This is an optimization exercise on Yosys and OpenROAD, whose aim is small area and a short achievable clock period, not a production implementation.
In this exercise RTL edits were held to simulation tests only and were not proved equivalent to the original.

File: flow/constraint.sdc
create_clock -name core_clock -period 4.0 [get_ports {clk_i}]
set_input_delay 0.8000 -clock core_clock [delete_from_list [all_inputs] [get_ports {clk_i}]]
set_output_delay 0.8000 -clock core_clock [all_outputs]
set_load 0.01 [all_outputs]
File: flow/config.mk
export PLATFORM = sky130hd
export DESIGN_NAME = CORDICNCO
export DESIGN_NICKNAME = CORDICNCO
export VERILOG_FILES = /design/flow/design.v
export SDC_FILE = /design/flow/constraint.sdc
export NUM_CORES = 4
export LEC_CHECK = 0
export CAP_MARGIN = 20
export CORE_MARGIN = 2
export CORE_UTILIZATION = 40
export SETUP_SLACK_MARGIN = 1.0
export SLEW_MARGIN = 20
File: flow/design.v
module CORDICROT (
    input  [31:0] xy_i,    
    input  [6:0]  f_i,     
    input         s_i,     
    input  [1:0]  q_i,     
    output [15:0] cos_o,
    output [15:0] sin_o
);
    reg [3:0] dx, dy, ndx, ndy;    
    always @* begin
        case (f_i)
            7'd4: begin dx = 4'hc; dy = 4'h0; ndx = 4'h5; ndy = 4'h1; end
            7'd5: begin dx = 4'he; dy = 4'h0; ndx = 4'h3; ndy = 4'h1; end
            7'd6: begin dx = 4'h2; dy = 4'h0; ndx = 4'hf; ndy = 4'h1; end
            7'd7: begin dx = 4'h4; dy = 4'h0; ndx = 4'hd; ndy = 4'h1; end
            7'd20: begin dx = 4'hc; dy = 4'h1; ndx = 4'h5; ndy = 4'h0; end
            7'd21: begin dx = 4'he; dy = 4'h1; ndx = 4'h3; ndy = 4'h0; end
            7'd22: begin dx = 4'h2; dy = 4'hf; ndx = 4'hf; ndy = 4'h2; end
            7'd23: begin dx = 4'h4; dy = 4'hf; ndx = 4'hd; ndy = 4'h2; end
            7'd32: begin dx = 4'hd; dy = 4'h3; ndx = 4'h4; ndy = 4'he; end
            7'd33: begin dx = 4'hf; dy = 4'h1; ndx = 4'h2; ndy = 4'h0; end
            7'd34: begin dx = 4'h1; dy = 4'hf; ndx = 4'h0; ndy = 4'h2; end
            7'd35: begin dx = 4'h3; dy = 4'hd; ndx = 4'he; ndy = 4'h4; end
            7'd36: begin dx = 4'hc; dy = 4'h3; ndx = 4'h5; ndy = 4'he; end
            7'd37: begin dx = 4'he; dy = 4'h1; ndx = 4'h3; ndy = 4'h0; end
            7'd38: begin dx = 4'h2; dy = 4'hf; ndx = 4'hf; ndy = 4'h2; end
            7'd39: begin dx = 4'h4; dy = 4'hd; ndx = 4'hd; ndy = 4'h4; end
            7'd116: begin dx = 4'hc; dy = 4'hc; ndx = 4'h5; ndy = 4'h5; end
            7'd117: begin dx = 4'he; dy = 4'h2; ndx = 4'h3; ndy = 4'hf; end
            7'd118: begin dx = 4'h2; dy = 4'he; ndx = 4'hf; ndy = 4'h3; end
            7'd119: begin dx = 4'h4; dy = 4'h4; ndx = 4'hd; ndy = 4'hd; end
            7'd124: begin dx = 4'hc; dy = 4'hc; ndx = 4'h5; ndy = 4'h5; end
            7'd125: begin dx = 4'he; dy = 4'h2; ndx = 4'h3; ndy = 4'hf; end
            7'd126: begin dx = 4'h2; dy = 4'h1; ndx = 4'hf; ndy = 4'h0; end
            7'd127: begin dx = 4'h4; dy = 4'h1; ndx = 4'hd; ndy = 4'h0; end
            default: begin dx = 4'hx; dy = 4'hx; ndx = 4'hx; ndy = 4'hx; end
        endcase
    end
    wire [15:0] bc = (s_i ? xy_i[15:0] : xy_i[31:16]) ^ {16{q_i[0]}};
    wire [15:0] bs = (s_i ? xy_i[31:16] : xy_i[15:0]) ^ {16{q_i[1]}};
    wire [3:0] kc = q_i[0] ? (s_i ? ndy : ndx) : (s_i ? dy : dx);
    wire [3:0] ks = q_i[1] ? (s_i ? ndx : ndy) : (s_i ? dx : dy);
    ADDK ac (.b_i(bc), .k_i(kc), .s_o(cos_o));
    ADDK as (.b_i(bs), .k_i(ks), .s_o(sin_o));
endmodule
module ADDK (
    input  [15:0] b_i,
    input  [3:0]  k_i,
    output [15:0] s_o
);
    reg [3:0] lo; reg up, dn;
    always @* begin
        case ({b_i[3:0], k_i})
            8'd0: begin lo = 4'h0; up = 1'b0; dn = 1'b0; end
            8'd1: begin lo = 4'h1; up = 1'b0; dn = 1'b0; end
            8'd2: begin lo = 4'h2; up = 1'b0; dn = 1'b0; end
            8'd3: begin lo = 4'h3; up = 1'b0; dn = 1'b0; end
            8'd4: begin lo = 4'h4; up = 1'b0; dn = 1'b0; end
            8'd5: begin lo = 4'h5; up = 1'b0; dn = 1'b0; end
            8'd6: begin lo = 4'h6; up = 1'b0; dn = 1'b0; end
            8'd7: begin lo = 4'h7; up = 1'b0; dn = 1'b0; end
            8'd8: begin lo = 4'h8; up = 1'b0; dn = 1'b1; end
            8'd9: begin lo = 4'h9; up = 1'b0; dn = 1'b1; end
            8'd10: begin lo = 4'ha; up = 1'b0; dn = 1'b1; end
            8'd11: begin lo = 4'hb; up = 1'b0; dn = 1'b1; end
            8'd12: begin lo = 4'hc; up = 1'b0; dn = 1'b1; end
            8'd13: begin lo = 4'hd; up = 1'b0; dn = 1'b1; end
            8'd14: begin lo = 4'he; up = 1'b0; dn = 1'b1; end
            8'd15: begin lo = 4'hf; up = 1'b0; dn = 1'b1; end
            8'd16: begin lo = 4'h1; up = 1'b0; dn = 1'b0; end
            8'd17: begin lo = 4'h2; up = 1'b0; dn = 1'b0; end
            8'd18: begin lo = 4'h3; up = 1'b0; dn = 1'b0; end
            8'd19: begin lo = 4'h4; up = 1'b0; dn = 1'b0; end
            8'd20: begin lo = 4'h5; up = 1'b0; dn = 1'b0; end
            8'd21: begin lo = 4'h6; up = 1'b0; dn = 1'b0; end
            8'd22: begin lo = 4'h7; up = 1'b0; dn = 1'b0; end
            8'd23: begin lo = 4'h8; up = 1'b0; dn = 1'b0; end
            8'd24: begin lo = 4'h9; up = 1'b0; dn = 1'b1; end
            8'd25: begin lo = 4'ha; up = 1'b0; dn = 1'b1; end
            8'd26: begin lo = 4'hb; up = 1'b0; dn = 1'b1; end
            8'd27: begin lo = 4'hc; up = 1'b0; dn = 1'b1; end
            8'd28: begin lo = 4'hd; up = 1'b0; dn = 1'b1; end
            8'd29: begin lo = 4'he; up = 1'b0; dn = 1'b1; end
            8'd30: begin lo = 4'hf; up = 1'b0; dn = 1'b1; end
            8'd31: begin lo = 4'h0; up = 1'b0; dn = 1'b0; end
            8'd32: begin lo = 4'h2; up = 1'b0; dn = 1'b0; end
            8'd33: begin lo = 4'h3; up = 1'b0; dn = 1'b0; end
            8'd34: begin lo = 4'h4; up = 1'b0; dn = 1'b0; end
            8'd35: begin lo = 4'h5; up = 1'b0; dn = 1'b0; end
            8'd36: begin lo = 4'h6; up = 1'b0; dn = 1'b0; end
            8'd37: begin lo = 4'h7; up = 1'b0; dn = 1'b0; end
            8'd38: begin lo = 4'h8; up = 1'b0; dn = 1'b0; end
            8'd39: begin lo = 4'h9; up = 1'b0; dn = 1'b0; end
            8'd40: begin lo = 4'ha; up = 1'b0; dn = 1'b1; end
            8'd41: begin lo = 4'hb; up = 1'b0; dn = 1'b1; end
            8'd42: begin lo = 4'hc; up = 1'b0; dn = 1'b1; end
            8'd43: begin lo = 4'hd; up = 1'b0; dn = 1'b1; end
            8'd44: begin lo = 4'he; up = 1'b0; dn = 1'b1; end
            8'd45: begin lo = 4'hf; up = 1'b0; dn = 1'b1; end
            8'd46: begin lo = 4'h0; up = 1'b0; dn = 1'b0; end
            8'd47: begin lo = 4'h1; up = 1'b0; dn = 1'b0; end
            8'd48: begin lo = 4'h3; up = 1'b0; dn = 1'b0; end
            8'd49: begin lo = 4'h4; up = 1'b0; dn = 1'b0; end
            8'd50: begin lo = 4'h5; up = 1'b0; dn = 1'b0; end
            8'd51: begin lo = 4'h6; up = 1'b0; dn = 1'b0; end
            8'd52: begin lo = 4'h7; up = 1'b0; dn = 1'b0; end
            8'd53: begin lo = 4'h8; up = 1'b0; dn = 1'b0; end
            8'd54: begin lo = 4'h9; up = 1'b0; dn = 1'b0; end
            8'd55: begin lo = 4'ha; up = 1'b0; dn = 1'b0; end
            8'd56: begin lo = 4'hb; up = 1'b0; dn = 1'b1; end
            8'd57: begin lo = 4'hc; up = 1'b0; dn = 1'b1; end
            8'd58: begin lo = 4'hd; up = 1'b0; dn = 1'b1; end
            8'd59: begin lo = 4'he; up = 1'b0; dn = 1'b1; end
            8'd60: begin lo = 4'hf; up = 1'b0; dn = 1'b1; end
            8'd61: begin lo = 4'h0; up = 1'b0; dn = 1'b0; end
            8'd62: begin lo = 4'h1; up = 1'b0; dn = 1'b0; end
            8'd63: begin lo = 4'h2; up = 1'b0; dn = 1'b0; end
            8'd64: begin lo = 4'h4; up = 1'b0; dn = 1'b0; end
            8'd65: begin lo = 4'h5; up = 1'b0; dn = 1'b0; end
            8'd66: begin lo = 4'h6; up = 1'b0; dn = 1'b0; end
            8'd67: begin lo = 4'h7; up = 1'b0; dn = 1'b0; end
            8'd68: begin lo = 4'h8; up = 1'b0; dn = 1'b0; end
            8'd69: begin lo = 4'h9; up = 1'b0; dn = 1'b0; end
            8'd70: begin lo = 4'ha; up = 1'b0; dn = 1'b0; end
            8'd71: begin lo = 4'hb; up = 1'b0; dn = 1'b0; end
            8'd72: begin lo = 4'hc; up = 1'b0; dn = 1'b1; end
            8'd73: begin lo = 4'hd; up = 1'b0; dn = 1'b1; end
            8'd74: begin lo = 4'he; up = 1'b0; dn = 1'b1; end
            8'd75: begin lo = 4'hf; up = 1'b0; dn = 1'b1; end
            8'd76: begin lo = 4'h0; up = 1'b0; dn = 1'b0; end
            8'd77: begin lo = 4'h1; up = 1'b0; dn = 1'b0; end
            8'd78: begin lo = 4'h2; up = 1'b0; dn = 1'b0; end
            8'd79: begin lo = 4'h3; up = 1'b0; dn = 1'b0; end
            8'd80: begin lo = 4'h5; up = 1'b0; dn = 1'b0; end
            8'd81: begin lo = 4'h6; up = 1'b0; dn = 1'b0; end
            8'd82: begin lo = 4'h7; up = 1'b0; dn = 1'b0; end
            8'd83: begin lo = 4'h8; up = 1'b0; dn = 1'b0; end
            8'd84: begin lo = 4'h9; up = 1'b0; dn = 1'b0; end
            8'd85: begin lo = 4'ha; up = 1'b0; dn = 1'b0; end
            8'd86: begin lo = 4'hb; up = 1'b0; dn = 1'b0; end
            8'd87: begin lo = 4'hc; up = 1'b0; dn = 1'b0; end
            8'd88: begin lo = 4'hd; up = 1'b0; dn = 1'b1; end
            8'd89: begin lo = 4'he; up = 1'b0; dn = 1'b1; end
            8'd90: begin lo = 4'hf; up = 1'b0; dn = 1'b1; end
            8'd91: begin lo = 4'h0; up = 1'b0; dn = 1'b0; end
            8'd92: begin lo = 4'h1; up = 1'b0; dn = 1'b0; end
            8'd93: begin lo = 4'h2; up = 1'b0; dn = 1'b0; end
            8'd94: begin lo = 4'h3; up = 1'b0; dn = 1'b0; end
            8'd95: begin lo = 4'h4; up = 1'b0; dn = 1'b0; end
            8'd96: begin lo = 4'h6; up = 1'b0; dn = 1'b0; end
            8'd97: begin lo = 4'h7; up = 1'b0; dn = 1'b0; end
            8'd98: begin lo = 4'h8; up = 1'b0; dn = 1'b0; end
            8'd99: begin lo = 4'h9; up = 1'b0; dn = 1'b0; end
            8'd100: begin lo = 4'ha; up = 1'b0; dn = 1'b0; end
            8'd101: begin lo = 4'hb; up = 1'b0; dn = 1'b0; end
            8'd102: begin lo = 4'hc; up = 1'b0; dn = 1'b0; end
            8'd103: begin lo = 4'hd; up = 1'b0; dn = 1'b0; end
            8'd104: begin lo = 4'he; up = 1'b0; dn = 1'b1; end
            8'd105: begin lo = 4'hf; up = 1'b0; dn = 1'b1; end
            8'd106: begin lo = 4'h0; up = 1'b0; dn = 1'b0; end
            8'd107: begin lo = 4'h1; up = 1'b0; dn = 1'b0; end
            8'd108: begin lo = 4'h2; up = 1'b0; dn = 1'b0; end
            8'd109: begin lo = 4'h3; up = 1'b0; dn = 1'b0; end
            8'd110: begin lo = 4'h4; up = 1'b0; dn = 1'b0; end
            8'd111: begin lo = 4'h5; up = 1'b0; dn = 1'b0; end
            8'd112: begin lo = 4'h7; up = 1'b0; dn = 1'b0; end
            8'd113: begin lo = 4'h8; up = 1'b0; dn = 1'b0; end
            8'd114: begin lo = 4'h9; up = 1'b0; dn = 1'b0; end
            8'd115: begin lo = 4'ha; up = 1'b0; dn = 1'b0; end
            8'd116: begin lo = 4'hb; up = 1'b0; dn = 1'b0; end
            8'd117: begin lo = 4'hc; up = 1'b0; dn = 1'b0; end
            8'd118: begin lo = 4'hd; up = 1'b0; dn = 1'b0; end
            8'd119: begin lo = 4'he; up = 1'b0; dn = 1'b0; end
            8'd120: begin lo = 4'hf; up = 1'b0; dn = 1'b1; end
            8'd121: begin lo = 4'h0; up = 1'b0; dn = 1'b0; end
            8'd122: begin lo = 4'h1; up = 1'b0; dn = 1'b0; end
            8'd123: begin lo = 4'h2; up = 1'b0; dn = 1'b0; end
            8'd124: begin lo = 4'h3; up = 1'b0; dn = 1'b0; end
            8'd125: begin lo = 4'h4; up = 1'b0; dn = 1'b0; end
            8'd126: begin lo = 4'h5; up = 1'b0; dn = 1'b0; end
            8'd127: begin lo = 4'h6; up = 1'b0; dn = 1'b0; end
            8'd128: begin lo = 4'h8; up = 1'b0; dn = 1'b0; end
            8'd129: begin lo = 4'h9; up = 1'b0; dn = 1'b0; end
            8'd130: begin lo = 4'ha; up = 1'b0; dn = 1'b0; end
            8'd131: begin lo = 4'hb; up = 1'b0; dn = 1'b0; end
            8'd132: begin lo = 4'hc; up = 1'b0; dn = 1'b0; end
            8'd133: begin lo = 4'hd; up = 1'b0; dn = 1'b0; end
            8'd134: begin lo = 4'he; up = 1'b0; dn = 1'b0; end
            8'd135: begin lo = 4'hf; up = 1'b0; dn = 1'b0; end
            8'd136: begin lo = 4'h0; up = 1'b0; dn = 1'b0; end
            8'd137: begin lo = 4'h1; up = 1'b0; dn = 1'b0; end
            8'd138: begin lo = 4'h2; up = 1'b0; dn = 1'b0; end
            8'd139: begin lo = 4'h3; up = 1'b0; dn = 1'b0; end
            8'd140: begin lo = 4'h4; up = 1'b0; dn = 1'b0; end
            8'd141: begin lo = 4'h5; up = 1'b0; dn = 1'b0; end
            8'd142: begin lo = 4'h6; up = 1'b0; dn = 1'b0; end
            8'd143: begin lo = 4'h7; up = 1'b0; dn = 1'b0; end
            8'd144: begin lo = 4'h9; up = 1'b0; dn = 1'b0; end
            8'd145: begin lo = 4'ha; up = 1'b0; dn = 1'b0; end
            8'd146: begin lo = 4'hb; up = 1'b0; dn = 1'b0; end
            8'd147: begin lo = 4'hc; up = 1'b0; dn = 1'b0; end
            8'd148: begin lo = 4'hd; up = 1'b0; dn = 1'b0; end
            8'd149: begin lo = 4'he; up = 1'b0; dn = 1'b0; end
            8'd150: begin lo = 4'hf; up = 1'b0; dn = 1'b0; end
            8'd151: begin lo = 4'h0; up = 1'b1; dn = 1'b0; end
            8'd152: begin lo = 4'h1; up = 1'b0; dn = 1'b0; end
            8'd153: begin lo = 4'h2; up = 1'b0; dn = 1'b0; end
            8'd154: begin lo = 4'h3; up = 1'b0; dn = 1'b0; end
            8'd155: begin lo = 4'h4; up = 1'b0; dn = 1'b0; end
            8'd156: begin lo = 4'h5; up = 1'b0; dn = 1'b0; end
            8'd157: begin lo = 4'h6; up = 1'b0; dn = 1'b0; end
            8'd158: begin lo = 4'h7; up = 1'b0; dn = 1'b0; end
            8'd159: begin lo = 4'h8; up = 1'b0; dn = 1'b0; end
            8'd160: begin lo = 4'ha; up = 1'b0; dn = 1'b0; end
            8'd161: begin lo = 4'hb; up = 1'b0; dn = 1'b0; end
            8'd162: begin lo = 4'hc; up = 1'b0; dn = 1'b0; end
            8'd163: begin lo = 4'hd; up = 1'b0; dn = 1'b0; end
            8'd164: begin lo = 4'he; up = 1'b0; dn = 1'b0; end
            8'd165: begin lo = 4'hf; up = 1'b0; dn = 1'b0; end
            8'd166: begin lo = 4'h0; up = 1'b1; dn = 1'b0; end
            8'd167: begin lo = 4'h1; up = 1'b1; dn = 1'b0; end
            8'd168: begin lo = 4'h2; up = 1'b0; dn = 1'b0; end
            8'd169: begin lo = 4'h3; up = 1'b0; dn = 1'b0; end
            8'd170: begin lo = 4'h4; up = 1'b0; dn = 1'b0; end
            8'd171: begin lo = 4'h5; up = 1'b0; dn = 1'b0; end
            8'd172: begin lo = 4'h6; up = 1'b0; dn = 1'b0; end
            8'd173: begin lo = 4'h7; up = 1'b0; dn = 1'b0; end
            8'd174: begin lo = 4'h8; up = 1'b0; dn = 1'b0; end
            8'd175: begin lo = 4'h9; up = 1'b0; dn = 1'b0; end
            8'd176: begin lo = 4'hb; up = 1'b0; dn = 1'b0; end
            8'd177: begin lo = 4'hc; up = 1'b0; dn = 1'b0; end
            8'd178: begin lo = 4'hd; up = 1'b0; dn = 1'b0; end
            8'd179: begin lo = 4'he; up = 1'b0; dn = 1'b0; end
            8'd180: begin lo = 4'hf; up = 1'b0; dn = 1'b0; end
            8'd181: begin lo = 4'h0; up = 1'b1; dn = 1'b0; end
            8'd182: begin lo = 4'h1; up = 1'b1; dn = 1'b0; end
            8'd183: begin lo = 4'h2; up = 1'b1; dn = 1'b0; end
            8'd184: begin lo = 4'h3; up = 1'b0; dn = 1'b0; end
            8'd185: begin lo = 4'h4; up = 1'b0; dn = 1'b0; end
            8'd186: begin lo = 4'h5; up = 1'b0; dn = 1'b0; end
            8'd187: begin lo = 4'h6; up = 1'b0; dn = 1'b0; end
            8'd188: begin lo = 4'h7; up = 1'b0; dn = 1'b0; end
            8'd189: begin lo = 4'h8; up = 1'b0; dn = 1'b0; end
            8'd190: begin lo = 4'h9; up = 1'b0; dn = 1'b0; end
            8'd191: begin lo = 4'ha; up = 1'b0; dn = 1'b0; end
            8'd192: begin lo = 4'hc; up = 1'b0; dn = 1'b0; end
            8'd193: begin lo = 4'hd; up = 1'b0; dn = 1'b0; end
            8'd194: begin lo = 4'he; up = 1'b0; dn = 1'b0; end
            8'd195: begin lo = 4'hf; up = 1'b0; dn = 1'b0; end
            8'd196: begin lo = 4'h0; up = 1'b1; dn = 1'b0; end
            8'd197: begin lo = 4'h1; up = 1'b1; dn = 1'b0; end
            8'd198: begin lo = 4'h2; up = 1'b1; dn = 1'b0; end
            8'd199: begin lo = 4'h3; up = 1'b1; dn = 1'b0; end
            8'd200: begin lo = 4'h4; up = 1'b0; dn = 1'b0; end
            8'd201: begin lo = 4'h5; up = 1'b0; dn = 1'b0; end
            8'd202: begin lo = 4'h6; up = 1'b0; dn = 1'b0; end
            8'd203: begin lo = 4'h7; up = 1'b0; dn = 1'b0; end
            8'd204: begin lo = 4'h8; up = 1'b0; dn = 1'b0; end
            8'd205: begin lo = 4'h9; up = 1'b0; dn = 1'b0; end
            8'd206: begin lo = 4'ha; up = 1'b0; dn = 1'b0; end
            8'd207: begin lo = 4'hb; up = 1'b0; dn = 1'b0; end
            8'd208: begin lo = 4'hd; up = 1'b0; dn = 1'b0; end
            8'd209: begin lo = 4'he; up = 1'b0; dn = 1'b0; end
            8'd210: begin lo = 4'hf; up = 1'b0; dn = 1'b0; end
            8'd211: begin lo = 4'h0; up = 1'b1; dn = 1'b0; end
            8'd212: begin lo = 4'h1; up = 1'b1; dn = 1'b0; end
            8'd213: begin lo = 4'h2; up = 1'b1; dn = 1'b0; end
            8'd214: begin lo = 4'h3; up = 1'b1; dn = 1'b0; end
            8'd215: begin lo = 4'h4; up = 1'b1; dn = 1'b0; end
            8'd216: begin lo = 4'h5; up = 1'b0; dn = 1'b0; end
            8'd217: begin lo = 4'h6; up = 1'b0; dn = 1'b0; end
            8'd218: begin lo = 4'h7; up = 1'b0; dn = 1'b0; end
            8'd219: begin lo = 4'h8; up = 1'b0; dn = 1'b0; end
            8'd220: begin lo = 4'h9; up = 1'b0; dn = 1'b0; end
            8'd221: begin lo = 4'ha; up = 1'b0; dn = 1'b0; end
            8'd222: begin lo = 4'hb; up = 1'b0; dn = 1'b0; end
            8'd223: begin lo = 4'hc; up = 1'b0; dn = 1'b0; end
            8'd224: begin lo = 4'he; up = 1'b0; dn = 1'b0; end
            8'd225: begin lo = 4'hf; up = 1'b0; dn = 1'b0; end
            8'd226: begin lo = 4'h0; up = 1'b1; dn = 1'b0; end
            8'd227: begin lo = 4'h1; up = 1'b1; dn = 1'b0; end
            8'd228: begin lo = 4'h2; up = 1'b1; dn = 1'b0; end
            8'd229: begin lo = 4'h3; up = 1'b1; dn = 1'b0; end
            8'd230: begin lo = 4'h4; up = 1'b1; dn = 1'b0; end
            8'd231: begin lo = 4'h5; up = 1'b1; dn = 1'b0; end
            8'd232: begin lo = 4'h6; up = 1'b0; dn = 1'b0; end
            8'd233: begin lo = 4'h7; up = 1'b0; dn = 1'b0; end
            8'd234: begin lo = 4'h8; up = 1'b0; dn = 1'b0; end
            8'd235: begin lo = 4'h9; up = 1'b0; dn = 1'b0; end
            8'd236: begin lo = 4'ha; up = 1'b0; dn = 1'b0; end
            8'd237: begin lo = 4'hb; up = 1'b0; dn = 1'b0; end
            8'd238: begin lo = 4'hc; up = 1'b0; dn = 1'b0; end
            8'd239: begin lo = 4'hd; up = 1'b0; dn = 1'b0; end
            8'd240: begin lo = 4'hf; up = 1'b0; dn = 1'b0; end
            8'd241: begin lo = 4'h0; up = 1'b1; dn = 1'b0; end
            8'd242: begin lo = 4'h1; up = 1'b1; dn = 1'b0; end
            8'd243: begin lo = 4'h2; up = 1'b1; dn = 1'b0; end
            8'd244: begin lo = 4'h3; up = 1'b1; dn = 1'b0; end
            8'd245: begin lo = 4'h4; up = 1'b1; dn = 1'b0; end
            8'd246: begin lo = 4'h5; up = 1'b1; dn = 1'b0; end
            8'd247: begin lo = 4'h6; up = 1'b1; dn = 1'b0; end
            8'd248: begin lo = 4'h7; up = 1'b0; dn = 1'b0; end
            8'd249: begin lo = 4'h8; up = 1'b0; dn = 1'b0; end
            8'd250: begin lo = 4'h9; up = 1'b0; dn = 1'b0; end
            8'd251: begin lo = 4'ha; up = 1'b0; dn = 1'b0; end
            8'd252: begin lo = 4'hb; up = 1'b0; dn = 1'b0; end
            8'd253: begin lo = 4'hc; up = 1'b0; dn = 1'b0; end
            8'd254: begin lo = 4'hd; up = 1'b0; dn = 1'b0; end
            8'd255: begin lo = 4'he; up = 1'b0; dn = 1'b0; end
        endcase
    end
    wire [11:0] h = b_i[15:4];
    wire [11:0] inc, dec;
    genvar i;
    generate for (i = 0; i < 12; i = i + 1) begin : g
        if (i == 0) begin : b0
            assign inc[i] = ~h[i];
            assign dec[i] = ~h[i];
        end else begin : bn
            assign inc[i] = h[i] ^ (&h[i-1:0]);
            assign dec[i] = h[i] ^ ~(|h[i-1:0]);
        end
    end endgenerate
    assign s_o = {up ? inc : dn ? dec : h, lo};
endmodule
module CORDICNCO (clk_i, rst_i, val_i, phase_inc_i, cos_o, sin_o, val_o);
    input clk_i; input rst_i; input val_i; input [15:0] phase_inc_i;
    output reg [15:0] cos_o; output reg [15:0] sin_o; output val_o;
    function [31:0] lut(input [6:0] i);
        case (i)
            7'd1: lut = {16'd10229, 16'd30715};
            7'd2: lut = {16'd2594, 16'd32269};
            7'd3: lut = {16'd17474, 16'd27253};
            7'd5: lut = {16'd13972, 16'd29204};
            7'd6: lut = {16'd6590, 16'd31696};
            7'd7: lut = {16'd20732, 16'd24867};
            7'd9: lut = {16'd12125, 16'd30017};
            7'd10: lut = {16'd4603, 16'd32045};
            7'd11: lut = {16'd19141, 16'd26111};
            7'd12: lut = {16'd607, 16'd32367};
            7'd13: lut = {16'd15768, 16'd28277};
            7'd14: lut = {16'd8557, 16'd31222};
            7'd15: lut = {16'd22244, 16'd23525};
            7'd17: lut = {16'd11183, 16'd30383};
            7'd18: lut = {16'd3599, 16'd32173};
            7'd19: lut = {16'd18317, 16'd26695};
            7'd21: lut = {16'd14876, 16'd28754};
            7'd22: lut = {16'd7577, 16'd31476};
            7'd23: lut = {16'd21497, 16'd24208};
            7'd25: lut = {16'd13056, 16'd29624};
            7'd26: lut = {16'd5601, 16'd31887};
            7'd27: lut = {16'd19946, 16'd25501};
            7'd28: lut = {16'd1617, 16'd32333};
            7'd29: lut = {16'd16642, 16'd27771};
            7'd30: lut = {16'd9527, 16'd30942};
            7'd31: lut = {16'd22966, 16'd22820};
            7'd33: lut = {16'd10707, 16'd30553};
            7'd34: lut = {16'd3097, 16'd32225};
            7'd35: lut = {16'd17897, 16'd26979};
            7'd37: lut = {16'd14425, 16'd28983};
            7'd38: lut = {16'd7084, 16'd31590};
            7'd39: lut = {16'd21117, 16'd24540};
            7'd41: lut = {16'd12592, 16'd29825};
            7'd42: lut = {16'd5102, 16'd31971};
            7'd43: lut = {16'd19546, 16'd25810};
            7'd44: lut = {16'd1111, 16'd32355};
            7'd45: lut = {16'd16207, 16'd28028};
            7'd46: lut = {16'd9043, 16'd31086};
            7'd47: lut = {16'd22607, 16'd23176};
            7'd49: lut = {16'd11656, 16'd30204};
            7'd50: lut = {16'd4101, 16'd32113};
            7'd51: lut = {16'd18731, 16'd26407};
            7'd52: lut = {16'd101, 16'd32375};
            7'd53: lut = {16'd15323, 16'd28520};
            7'd54: lut = {16'd8067, 16'd31353};
            7'd55: lut = {16'd21873, 16'd23869};
            7'd57: lut = {16'd13517, 16'd29418};
            7'd58: lut = {16'd6097, 16'd31797};
            7'd59: lut = {16'd20341, 16'd25186};
            7'd60: lut = {16'd2121, 16'd32305};
            7'd61: lut = {16'd17073, 16'd27509};
            7'd62: lut = {16'd10007, 16'd30790};
            7'd65: lut = {16'd10467, 16'd30635};
            7'd66: lut = {16'd2846, 16'd32249};
            7'd67: lut = {16'd17686, 16'd27117};
            7'd69: lut = {16'd14198, 16'd29094};
            7'd70: lut = {16'd6836, 16'd31644};
            7'd71: lut = {16'd20924, 16'd24705};
            7'd73: lut = {16'd12359, 16'd29923};
            7'd74: lut = {16'd4853, 16'd32009};
            7'd75: lut = {16'd19343, 16'd25961};
            7'd76: lut = {16'd859, 16'd32363};
            7'd77: lut = {16'd15988, 16'd28153};
            7'd78: lut = {16'd8799, 16'd31156};
            7'd79: lut = {16'd22426, 16'd23351};
            7'd81: lut = {16'd11419, 16'd30295};
            7'd82: lut = {16'd3849, 16'd32145};
            7'd83: lut = {16'd18525, 16'd26553};
            7'd85: lut = {16'd15100, 16'd28638};
            7'd86: lut = {16'd7821, 16'd31416};
            7'd87: lut = {16'd21685, 16'd24040};
            7'd89: lut = {16'd13286, 16'd29522};
            7'd90: lut = {16'd5849, 16'd31843};
            7'd91: lut = {16'd20144, 16'd25345};
            7'd92: lut = {16'd1869, 16'd32321};
            7'd93: lut = {16'd16858, 16'd27641};
            7'd94: lut = {16'd9767, 16'd30868};
            7'd97: lut = {16'd10945, 16'd30469};
            7'd98: lut = {16'd3347, 16'd32201};
            7'd99: lut = {16'd18107, 16'd26839};
            7'd101: lut = {16'd14649, 16'd28871};
            7'd102: lut = {16'd7330, 16'd31534};
            7'd103: lut = {16'd21307, 16'd24376};
            7'd105: lut = {16'd12824, 16'd29727};
            7'd106: lut = {16'd5350, 16'd31931};
            7'd107: lut = {16'd19746, 16'd25658};
            7'd108: lut = {16'd1363, 16'd32347};
            7'd109: lut = {16'd16425, 16'd27902};
            7'd110: lut = {16'd9285, 16'd31016};
            7'd111: lut = {16'd22787, 16'd23000};
            7'd113: lut = {16'd11890, 16'd30114};
            7'd114: lut = {16'd4351, 16'd32081};
            7'd115: lut = {16'd18935, 16'd26261};
            7'd116: lut = {16'd353, 16'd32375};
            7'd117: lut = {16'd15545, 16'd28400};
            7'd118: lut = {16'd8311, 16'd31291};
            7'd119: lut = {16'd22057, 16'd23699};
            7'd121: lut = {16'd13745, 16'd29312};
            7'd122: lut = {16'd6345, 16'd31749};
            7'd123: lut = {16'd20537, 16'd25028};
            7'd124: lut = {16'd2373, 16'd32289};
            7'd125: lut = {16'd17287, 16'd27375};
            7'd126: lut = {16'd10247, 16'd30712};
            default: lut = 32'bx;
        endcase
    endfunction
    function [31:0] rot9(input [31:0] xy, input d);
        reg signed [15:0] x, y, xs, ys; begin x = xy[31:16]; y = xy[15:0]; xs = x >>> 9; ys = y >>> 9;
        rot9 = {x + (ys ^ {16{~d}}) + {15'd0, ~d}, y + (xs ^ {16{d}}) + {15'd0, d}}; end
    endfunction
    function [31:0] rot10(input [31:0] xy, input d);
        reg signed [15:0] x, y, xs, ys; begin x = xy[31:16]; y = xy[15:0]; xs = x >>> 10; ys = y >>> 10;
        rot10 = {x + (ys ^ {16{~d}}) + {15'd0, ~d}, y + (xs ^ {16{d}}) + {15'd0, d}}; end
    endfunction
    function [31:0] rot11(input [31:0] xy, input d);
        reg signed [15:0] x, y, xs, ys; begin x = xy[31:16]; y = xy[15:0]; xs = x >>> 11; ys = y >>> 11;
        rot11 = {x + (ys ^ {16{~d}}) + {15'd0, ~d}, y + (xs ^ {16{d}}) + {15'd0, d}}; end
    endfunction
    function [31:0] rot12(input [31:0] xy, input d);
        reg signed [15:0] x, y, xs, ys; begin x = xy[31:16]; y = xy[15:0]; xs = x >>> 12; ys = y >>> 12;
        rot12 = {x + (ys ^ {16{~d}}) + {15'd0, ~d}, y + (xs ^ {16{d}}) + {15'd0, d}}; end
    endfunction
    reg [15:0] nb_c1;
    always @(posedge clk_i or posedge rst_i)
        if (rst_i) nb_c1 <= 16'd0; else if (val_i) nb_c1 <= nb_c1 - phase_inc_i;
    reg [11:0] val_sr;
    always @(posedge clk_i or posedge rst_i)
        if (rst_i) val_sr <= 12'd0; else val_sr <= {val_sr[10:0], val_i};
    assign val_o = val_sr[11];
    wire [14:0] r0_c1 = {1'b0, {14{nb_c1[14]}} ^ nb_c1[13:0]} - (15'd8189 + {14'd0, ~nb_c1[14]});
    wire [1:0] q_c1 = {~nb_c1[15] & (|nb_c1[14:0]), nb_c1[15] ^ nb_c1[14]};
    wire [0:0] d0_c1 = r0_c1[14];
    wire signed [14:0] rs0_x2 = r0_c2;
    reg dr1_x2;
    always @* case ({r0_c2[14]}) 1'd0: dr1_x2 = (rs0_x2 < 16'sd4834); 1'd1: dr1_x2 = (rs0_x2 < -16'sd4834); endcase
    wire [0:0] dr1_c2 = dr1_x2;
    reg [12:0] cr2_x2;
    always @* case ({dr1_c2, r0_c2[14]}) 2'd0: cr2_x2 = 13'd804; 2'd1: cr2_x2 = 13'd2280; 2'd2: cr2_x2 = 13'd5912; 2'd3: cr2_x2 = 13'd7388; endcase
    wire [12:0] r2_c2 = r0_c2[12:0] + cr2_x2;
    wire [0:0] dp1_c2 = dr1_c2 ^ d0_c2;
    wire [0:0] dp2_c2 = r2_c2[12] ^ d0_c2;
    wire signed [12:0] rs2_x3 = r2_c3;
    reg dr3_x3;
    always @* case ({r2_c3[12]}) 1'd0: dr3_x3 = (rs2_x3 < 14'sd1296); 1'd1: dr3_x3 = (rs2_x3 < -14'sd1296); endcase
    wire [0:0] dr3_c3 = dr3_x3;
    reg [10:0] cr4_x3;
    always @* case ({dr3_c3, r2_c3[12]}) 2'd0: cr4_x3 = 11'd102; 2'd1: cr4_x3 = 11'd646; 2'd2: cr4_x3 = 11'd1402; 2'd3: cr4_x3 = 11'd1946; endcase
    wire [10:0] r4_c3 = r2_c3[10:0] + cr4_x3;
    wire [0:0] dp3_c3 = dr3_c3 ^ d0_c3;
    wire [0:0] dp4_c3 = r4_c3[10] ^ d0_c3;
    wire signed [10:0] rs4_x4 = r4_c4;
    reg dr5_x4;
    always @* case ({r4_c4[10]}) 1'd0: dr5_x4 = (rs4_x4 < 12'sd325); 1'd1: dr5_x4 = (rs4_x4 < -12'sd325); endcase
    wire [0:0] dr5_c4 = dr5_x4;
    reg [8:0] cr6_x4;
    always @* case ({dr5_c4, r4_c4[10]}) 2'd0: cr6_x4 = 9'd25; 2'd1: cr6_x4 = 9'd163; 2'd2: cr6_x4 = 9'd349; 2'd3: cr6_x4 = 9'd487; endcase
    wire [8:0] r6_c4 = r4_c4[8:0] + cr6_x4;
    wire [0:0] dp5_c4 = dr5_c4 ^ d0_c4;
    wire [0:0] dp6_c4 = r6_c4[8] ^ d0_c4;
    wire signed [8:0] rs6_x5 = r6_c5;
    reg dr7_x5;
    always @* case ({r6_c5[8]}) 1'd0: dr7_x5 = (rs6_x5 < 10'sd81); 1'd1: dr7_x5 = (rs6_x5 < -10'sd81); endcase
    wire [0:0] dr7_c5 = dr7_x5;
    reg [6:0] cr8_x5;
    always @* case ({dr7_c5, r6_c5[8]}) 2'd0: cr8_x5 = 7'd7; 2'd1: cr8_x5 = 7'd41; 2'd2: cr8_x5 = 7'd87; 2'd3: cr8_x5 = 7'd121; endcase
    wire [6:0] r8_c5 = r6_c5[6:0] + cr8_x5;
    wire [0:0] dp7_c5 = dr7_c5 ^ d0_c5;
    wire [0:0] dp8_c5 = r8_c5[6] ^ d0_c5;
    wire signed [6:0] rs8_x6 = r8_c6;
    reg dr9_x6;
    always @* case ({r8_c6[6]}) 1'd0: dr9_x6 = (rs8_x6 < 8'sd20); 1'd1: dr9_x6 = (rs8_x6 < -8'sd20); endcase
    wire [0:0] dr9_c6 = dr9_x6;
    reg [4:0] cr10_x6;
    always @* case ({dr9_c6, r8_c6[6]}) 2'd0: cr10_x6 = 5'd2; 2'd1: cr10_x6 = 5'd10; 2'd2: cr10_x6 = 5'd22; 2'd3: cr10_x6 = 5'd30; endcase
    wire [4:0] r10_c6 = r8_c6[4:0] + cr10_x6;
    wire [0:0] dp9_c6 = dr9_c6 ^ d0_c6;
    wire [0:0] dp10_c6 = r10_c6[4] ^ d0_c6;
    wire signed [4:0] rs10_x7 = r10_c7;
    reg dr11_x7;
    always @* case ({r10_c7[4]}) 1'd0: dr11_x7 = (rs10_x7 < 6'sd5); 1'd1: dr11_x7 = (rs10_x7 < -6'sd5); endcase
    wire [0:0] dr11_c7 = dr11_x7;
    reg dr12_x7;
    always @* case ({dr11_c7, r10_c7[4]}) 2'd0: dr12_x7 = (rs10_x7 < 6'sd7); 2'd1: dr12_x7 = (rs10_x7 < -6'sd3); 2'd2: dr12_x7 = (rs10_x7 < 6'sd3); 2'd3: dr12_x7 = (rs10_x7 < -6'sd7); endcase
    wire [0:0] dr12_c7 = dr12_x7;
    reg [2:0] cr13_x7;
    always @* case ({dr12_c7, dr11_c7, r10_c7[4]}) 3'd0: cr13_x7 = 3'd0; 3'd1: cr13_x7 = 3'd2; 3'd2: cr13_x7 = 3'd4; 3'd3: cr13_x7 = 3'd6; 3'd4: cr13_x7 = 3'd2; 3'd5: cr13_x7 = 3'd4; 3'd6: cr13_x7 = 3'd6; 3'd7: cr13_x7 = 3'd0; endcase
    wire [2:0] r13_c7 = r10_c7[2:0] + cr13_x7;
    wire [0:0] dp11_c7 = dr11_c7 ^ d0_c7;
    wire [0:0] dp12_c7 = dr12_c7 ^ d0_c7;
    wire [0:0] dp13_c7 = r13_c7[2] ^ d0_c7;
    wire [6:0] lidx_c6 = {dp7_c6, dp6_c6, dp5_c6, dp4_c6, dp3_c6, dp2_c6, dp1_c6};
    wire [31:0] xy8_c6 = lut(lidx_c6);
    wire [31:0] xy9_c7 = rot9(xy8_c7, dp8_c7);
    wire [31:0] xy10_c8 = rot10(xy9_c8, dp9_c8);
    wire [31:0] xy11_c9 = rot11(xy10_c9, dp10_c9);
    wire [31:0] xy12_c10 = rot12(xy11_c10, dp11_c10);
    wire [6:0] tf_c11 = {xy12_c11[31:29], &xy12_c11[31:16], xy12_c11[13], dp12_c11, dp13_c11};
    reg  [14:0] r0_c2;
    always @(posedge clk_i) r0_c2 <= r0_c1;
    reg  [1:0] q_c2;
    always @(posedge clk_i) q_c2 <= q_c1;
    reg  [1:0] q_c3;
    always @(posedge clk_i) q_c3 <= q_c2;
    reg  [1:0] q_c4;
    always @(posedge clk_i) q_c4 <= q_c3;
    reg  [1:0] q_c5;
    always @(posedge clk_i) q_c5 <= q_c4;
    reg  [1:0] q_c6;
    always @(posedge clk_i) q_c6 <= q_c5;
    reg  [1:0] q_c7;
    always @(posedge clk_i) q_c7 <= q_c6;
    reg  [1:0] q_c8;
    always @(posedge clk_i) q_c8 <= q_c7;
    reg  [1:0] q_c9;
    always @(posedge clk_i) q_c9 <= q_c8;
    reg  [1:0] q_c10;
    always @(posedge clk_i) q_c10 <= q_c9;
    reg  [1:0] q_c11;
    always @(posedge clk_i) q_c11 <= q_c10;
    reg  [0:0] d0_c2;
    always @(posedge clk_i) d0_c2 <= d0_c1;
    reg  [0:0] d0_c3;
    always @(posedge clk_i) d0_c3 <= d0_c2;
    reg  [0:0] d0_c4;
    always @(posedge clk_i) d0_c4 <= d0_c3;
    reg  [0:0] d0_c5;
    always @(posedge clk_i) d0_c5 <= d0_c4;
    reg  [0:0] d0_c6;
    always @(posedge clk_i) d0_c6 <= d0_c5;
    reg  [0:0] d0_c7;
    always @(posedge clk_i) d0_c7 <= d0_c6;
    reg  [0:0] d0_c8;
    always @(posedge clk_i) d0_c8 <= d0_c7;
    reg  [0:0] d0_c9;
    always @(posedge clk_i) d0_c9 <= d0_c8;
    reg  [0:0] d0_c10;
    always @(posedge clk_i) d0_c10 <= d0_c9;
    reg  [0:0] d0_c11;
    always @(posedge clk_i) d0_c11 <= d0_c10;
    reg  [12:0] r2_c3;
    always @(posedge clk_i) r2_c3 <= r2_c2;
    reg  [0:0] dp1_c3;
    always @(posedge clk_i) dp1_c3 <= dp1_c2;
    reg  [0:0] dp1_c4;
    always @(posedge clk_i) dp1_c4 <= dp1_c3;
    reg  [0:0] dp1_c5;
    always @(posedge clk_i) dp1_c5 <= dp1_c4;
    reg  [0:0] dp1_c6;
    always @(posedge clk_i) dp1_c6 <= dp1_c5;
    reg  [0:0] dp2_c3;
    always @(posedge clk_i) dp2_c3 <= dp2_c2;
    reg  [0:0] dp2_c4;
    always @(posedge clk_i) dp2_c4 <= dp2_c3;
    reg  [0:0] dp2_c5;
    always @(posedge clk_i) dp2_c5 <= dp2_c4;
    reg  [0:0] dp2_c6;
    always @(posedge clk_i) dp2_c6 <= dp2_c5;
    reg  [10:0] r4_c4;
    always @(posedge clk_i) r4_c4 <= r4_c3;
    reg  [0:0] dp3_c4;
    always @(posedge clk_i) dp3_c4 <= dp3_c3;
    reg  [0:0] dp3_c5;
    always @(posedge clk_i) dp3_c5 <= dp3_c4;
    reg  [0:0] dp3_c6;
    always @(posedge clk_i) dp3_c6 <= dp3_c5;
    reg  [0:0] dp4_c4;
    always @(posedge clk_i) dp4_c4 <= dp4_c3;
    reg  [0:0] dp4_c5;
    always @(posedge clk_i) dp4_c5 <= dp4_c4;
    reg  [0:0] dp4_c6;
    always @(posedge clk_i) dp4_c6 <= dp4_c5;
    reg  [8:0] r6_c5;
    always @(posedge clk_i) r6_c5 <= r6_c4;
    reg  [0:0] dp5_c5;
    always @(posedge clk_i) dp5_c5 <= dp5_c4;
    reg  [0:0] dp5_c6;
    always @(posedge clk_i) dp5_c6 <= dp5_c5;
    reg  [0:0] dp6_c5;
    always @(posedge clk_i) dp6_c5 <= dp6_c4;
    reg  [0:0] dp6_c6;
    always @(posedge clk_i) dp6_c6 <= dp6_c5;
    reg  [6:0] r8_c6;
    always @(posedge clk_i) r8_c6 <= r8_c5;
    reg  [0:0] dp7_c6;
    always @(posedge clk_i) dp7_c6 <= dp7_c5;
    reg  [0:0] dp8_c6;
    always @(posedge clk_i) dp8_c6 <= dp8_c5;
    reg  [0:0] dp8_c7;
    always @(posedge clk_i) dp8_c7 <= dp8_c6;
    reg  [4:0] r10_c7;
    always @(posedge clk_i) r10_c7 <= r10_c6;
    reg  [0:0] dp9_c7;
    always @(posedge clk_i) dp9_c7 <= dp9_c6;
    reg  [0:0] dp9_c8;
    always @(posedge clk_i) dp9_c8 <= dp9_c7;
    reg  [0:0] dp10_c7;
    always @(posedge clk_i) dp10_c7 <= dp10_c6;
    reg  [0:0] dp10_c8;
    always @(posedge clk_i) dp10_c8 <= dp10_c7;
    reg  [0:0] dp10_c9;
    always @(posedge clk_i) dp10_c9 <= dp10_c8;
    reg  [0:0] dp11_c8;
    always @(posedge clk_i) dp11_c8 <= dp11_c7;
    reg  [0:0] dp11_c9;
    always @(posedge clk_i) dp11_c9 <= dp11_c8;
    reg  [0:0] dp11_c10;
    always @(posedge clk_i) dp11_c10 <= dp11_c9;
    reg  [0:0] dp12_c8;
    always @(posedge clk_i) dp12_c8 <= dp12_c7;
    reg  [0:0] dp12_c9;
    always @(posedge clk_i) dp12_c9 <= dp12_c8;
    reg  [0:0] dp12_c10;
    always @(posedge clk_i) dp12_c10 <= dp12_c9;
    reg  [0:0] dp12_c11;
    always @(posedge clk_i) dp12_c11 <= dp12_c10;
    reg  [0:0] dp13_c8;
    always @(posedge clk_i) dp13_c8 <= dp13_c7;
    reg  [0:0] dp13_c9;
    always @(posedge clk_i) dp13_c9 <= dp13_c8;
    reg  [0:0] dp13_c10;
    always @(posedge clk_i) dp13_c10 <= dp13_c9;
    reg  [0:0] dp13_c11;
    always @(posedge clk_i) dp13_c11 <= dp13_c10;
    reg  [31:0] xy8_c7;
    always @(posedge clk_i) xy8_c7 <= xy8_c6;
    reg  [31:0] xy9_c8;
    always @(posedge clk_i) xy9_c8 <= xy9_c7;
    reg  [31:0] xy10_c9;
    always @(posedge clk_i) xy10_c9 <= xy10_c8;
    reg  [31:0] xy11_c10;
    always @(posedge clk_i) xy11_c10 <= xy11_c9;
    reg  [31:0] xy12_c11;
    always @(posedge clk_i) xy12_c11 <= xy12_c10;
    wire [15:0] cos_w, sin_w;
    CORDICROT fin (.xy_i(xy12_c11), .f_i(tf_c11), .s_i(d0_c11), .q_i(q_c11), .cos_o(cos_w), .sin_o(sin_w));
    always @(posedge clk_i) begin cos_o <= cos_w; sin_o <= sin_w; end
endmodule
File: flow/run.sh
#!/bin/bash
# synth_recipe.tcl (not shown) runs the flow's synth.tcl, then flattens the netlist and writes it again
# the make line also repeats each setting of config.mk as NAME=value (left out here)
make -C /OpenROAD-flow-scripts/flow DESIGN_CONFIG=/design/flow/config.mk WORK_HOME=/design/flow/orfs CLKGATE_MAP_FILE= SYNTH_SCRIPT=/design/flow/synth_recipe.tcl finish
==> impl_metrics.ini <==
[setup_path]
path_common_cell = buf_6
r2r_end = sin_o[5]$_DFF_P_
cp_slowest_cell = or4_4
max_stage_delay_ns = 0.67
endpoint_kind = register
criticalPathCategory = register to register
worstPathCellList = nand4_1 > or4_4 > a31oi_4 > buf_6 > buf_6 > mux2i_2 > mux2_4 > clkinv_8 > ha_4 > a21oi_2 > a22oi_2 > o2111ai_4 > o41ai_4 > buf_6 > nor2_2 > o32a_1
crit_start = xy12_c11[16]$_DFF_P_
r2r-start = xy12_c11[16]$_DFF_P_
startpoint_type = register
cp-endpoint = sin_o[5]$_DFF_P_
rr_worst_depth = 16
cp.required_ns = 4.45
crit_path_max_fanout = 8
worstPathArrival_ns = 3.97
r2r_slack_ns = 0.48

[detailed_routing]
ant_nets = 0
first_pass_iters = 6
route.detailed.drc = 0
drt-initial-drc-count = 1728
wl_mm = 73.3
via_count = 21900
vias_per_cell = 5.79
wl_per_cell_um = 19.4

[sta]
hold_viol = 0
slew_violations = 0
holdWs_ns = 0.323
finalClockSkew_ns = 0.0288
worst_pin_slew_ns = 1.32
max-slew-margin-rel_pct = 11.2
setup_tns_ns = 0
rsz0062_at_grt = yes
fmax_ghz = 0.284
setup_viol = 0
finalCriticalPeriod_ns = 3.52
fin_ws_ns = 0.477
min_period_over_period_pct = 88.1

[clock_network]
numCtsBuffers = 40
clk_pin_slew_worst_paths_ns = 0.06
cts_root_buf = clkbuf_16
cts_buffer_depth = 3
cts_hold_buf = 0
cts.sinks = 343
cts_tree = built
htreeDepth = 2
insertion_delay_ns = 0.58

[layout]
multiInputGateArea_um2 = 17100
nNetsFinal = 3255
utilization_pct = 51.3
layout-drive-gt1-share_pct = 21.2
final_common_cell = dfxtp_1
seq_area_um2 = 7090
final_cell_mix = dfxtp_1 (279), a21oi_1 (212), ha_1 (200)
syn2layout_area_growth_pct = 26.1
antenna_cells = 0
num-fill-cells = 5367

[run_status]
outcome = no timing/DRC/antenna violations

[synth]
synth_enable_flop_cells = 0
synthesis.area_um2 = 23600
ys_seq_elements = 343
synth.distinct_cells = 100
seq_area_frac_synth_pct = 29.8
async_flop_share_pct = 8.16
avgSynthCellArea_um2 = 8.45
ys_dominant_reg_cell = dfxtp_1
synth_top_area_share_pct = 26.8
yosysWarnings = 3
syn_nets = 3056
synthCells = 2786
yosys.area.top_type = dfxtp_1
synthTopCellsByArea = dfxtp_1 (27%), ha_1 (13%), xnor2_1 (7.3%)

[global_routing]
grt_pass1_wl_mm = 113
grt_pass1_vias = 21000
grt_max_degree = 103
grt.overflow.total = 0
grt_usage_pct = 23.2
antenna_found_initial = 1

[placed_design]
place_ws_ns = -0.0516
place_congestion = 1.00
port_buffers = 51
dp_hpwl_mm = 50.8

[floorplanning]
num_rows = 88
initial_core_util_pct = 40.7
die_w_um = 247
die_y_um = 247
dieArea_um2 = 60800
core_area_um2 = 57900
num_io_pins = 52

[worst_hold_path]
hp-class = register to register

[flow_run]
maxCapViolCount = 0
-- state kept, by name (all words and copies together), names as in the netlist, 5 cells and up --
signal / count
sin_o: 16
r4_c4: 11
xy10_c9: 32
r10_c7: 5
cos_o: 16
xy12_c11: 32
nb_c1: 16
xy8_c7: 29
r0_c2: 14
xy9_c8: 32
r2_c3: 13
xy11_c10: 32
val_sr: 12
r8_c6: 7
r6_c5: 9
-- metrics by stage --
step,area [um^2],std cells
finish,29700,3782
global route,29700,3782
CTS,28500,3721
detailed placement,25400,3552
global placement,25400,3552
floorplan,24000,2786
-- area by class of cell --
class	count	share of cell area, %
Inverter	175	2.40
Timing Repair Buffer	276	8.20
Tap cell	765	3.22
Sequential cell	343	23.9
Clock inverter	23	1.10
Clock buffer	51	3.68
Multi-Input combinational cell	2149	57.5
-- metal layers --
metal	wire, um	GRT usage, %	share of wire (%)	vias to the layer above
li1	-	-	-	10500
met1	30300	28.4	41	10400
met2	34700	39.3	47	794
met3	4530	3.75	6.2	221
met4	3720	11.3	5.1	0
met5	0	0	0	-
-- critical path, delay by kind of cell (launching register included) --
| kind | cells | cell delay [ns] |
|---|---|---|
| AOI/OAI and AO/OA | 6 | 1.13 |
| adders and majority gates | 1 | 0.13 |
| buffers and inverters | 4 | 0.54 |
| DFF | 1 | 0.34 |
| muxes | 2 | 0.42 |
| and+or+nand+nor | 3 | 0.86 |
-- worst min path at each step --
stage                                 from          endpoint  slack [ns]  cells past startpoint
final                     dp12_c10$_DFF_P_  dp12_c11$_DFF_P_        0.32                      0
after global routing        dp5_c5$_DFF_P_    dp5_c6$_DFF_P_        0.33                      0
after CTS                   d0_c10$_DFF_P_    d0_c11$_DFF_P_        0.32                      0
after detailed placement    d0_c10$_DFF_P_    d0_c11$_DFF_P_        0.31                      0
after global placement    dp12_c10$_DFF_P_  dp12_c11$_DFF_P_        0.31                      0
after floorplan             dp8_c6$_DFF_P_    dp8_c7$_DFF_P_        0.31                      0
-- cell families after synthesis --
| family | Yosys count | share of synthesized area, % |
|---|---|---|
| buf+inv | 294 | 4.93 |
| fa+ha+maj | 251 | 13.8 |
| simple gates | 708 | 14.6 |
| xor+xnor | 268 | 10.0 |
| compound gates | 854 | 23.8 |
| mux | 68 | 3.09 |
| flops | 343 | 29.8 |
-- cell usage after synthesis, types with 18 or more instances --
cell type    n
nand3_1     57
and2_1      26
dfxtp_1    315
buf_1       25
xor2_1      71
o211ai_1    22
o21bai_1    41
a211oi_1    41
dfrtp_1     28
a21oi_1    251
o21a_1      19
nor3_1      97
nand2b_1    18
a21o_1      34
ha_1       236
a31oi_1     48
o31ai_1     22
xnor2_1    196
nand2_1    160
mux2i_1     46
o22ai_1     20
nor2_1     207
inv_1      167
clkbuf_1    73
o21ai_0    169
nor2b_1     24
or3_1       21
-- what timing repair did --
action                     CTS  global route
gates cloned                 1             1
pin swaps                   69           100
setup endpoints to repair   84            79
resized for setup          190           186
setup buffers               94            60

what the ideal ports hide:
In the flow no input, the clock included, has a driving cell. The finished layout below was timed again as built, in two steps. Step 1 (the two cells are an assumption about what drives the block):
set clk [get_ports {clk_i}]
set_driving_cell -lib_cell sky130_fd_sc_hd__clkbuf_16 $clk
set_driving_cell -lib_cell sky130_fd_sc_hd__buf_2 [delete_from_list [all_inputs] $clk]
Step 2 adds t to the input delays and takes it off the output delays; t is the mean of the earliest and latest rising clock arrival at the registers after step 1. Input paths then give back, and output paths get back, about the clock's delay inside the block. Slacks: ideal ports / drivers / drivers and shift; pairs: ideal ports / drivers.
t (ns): 0.623
setup slack, ns: 0.477 / 0.477 / 0.477
slew at the worst register clock pin (ns): 0.06 / 0.06
After both steps this run still meets setup and hold. For this run, drivers alone change the setup slack by 0.000 ns; drivers and shift together by 0.000 ns.
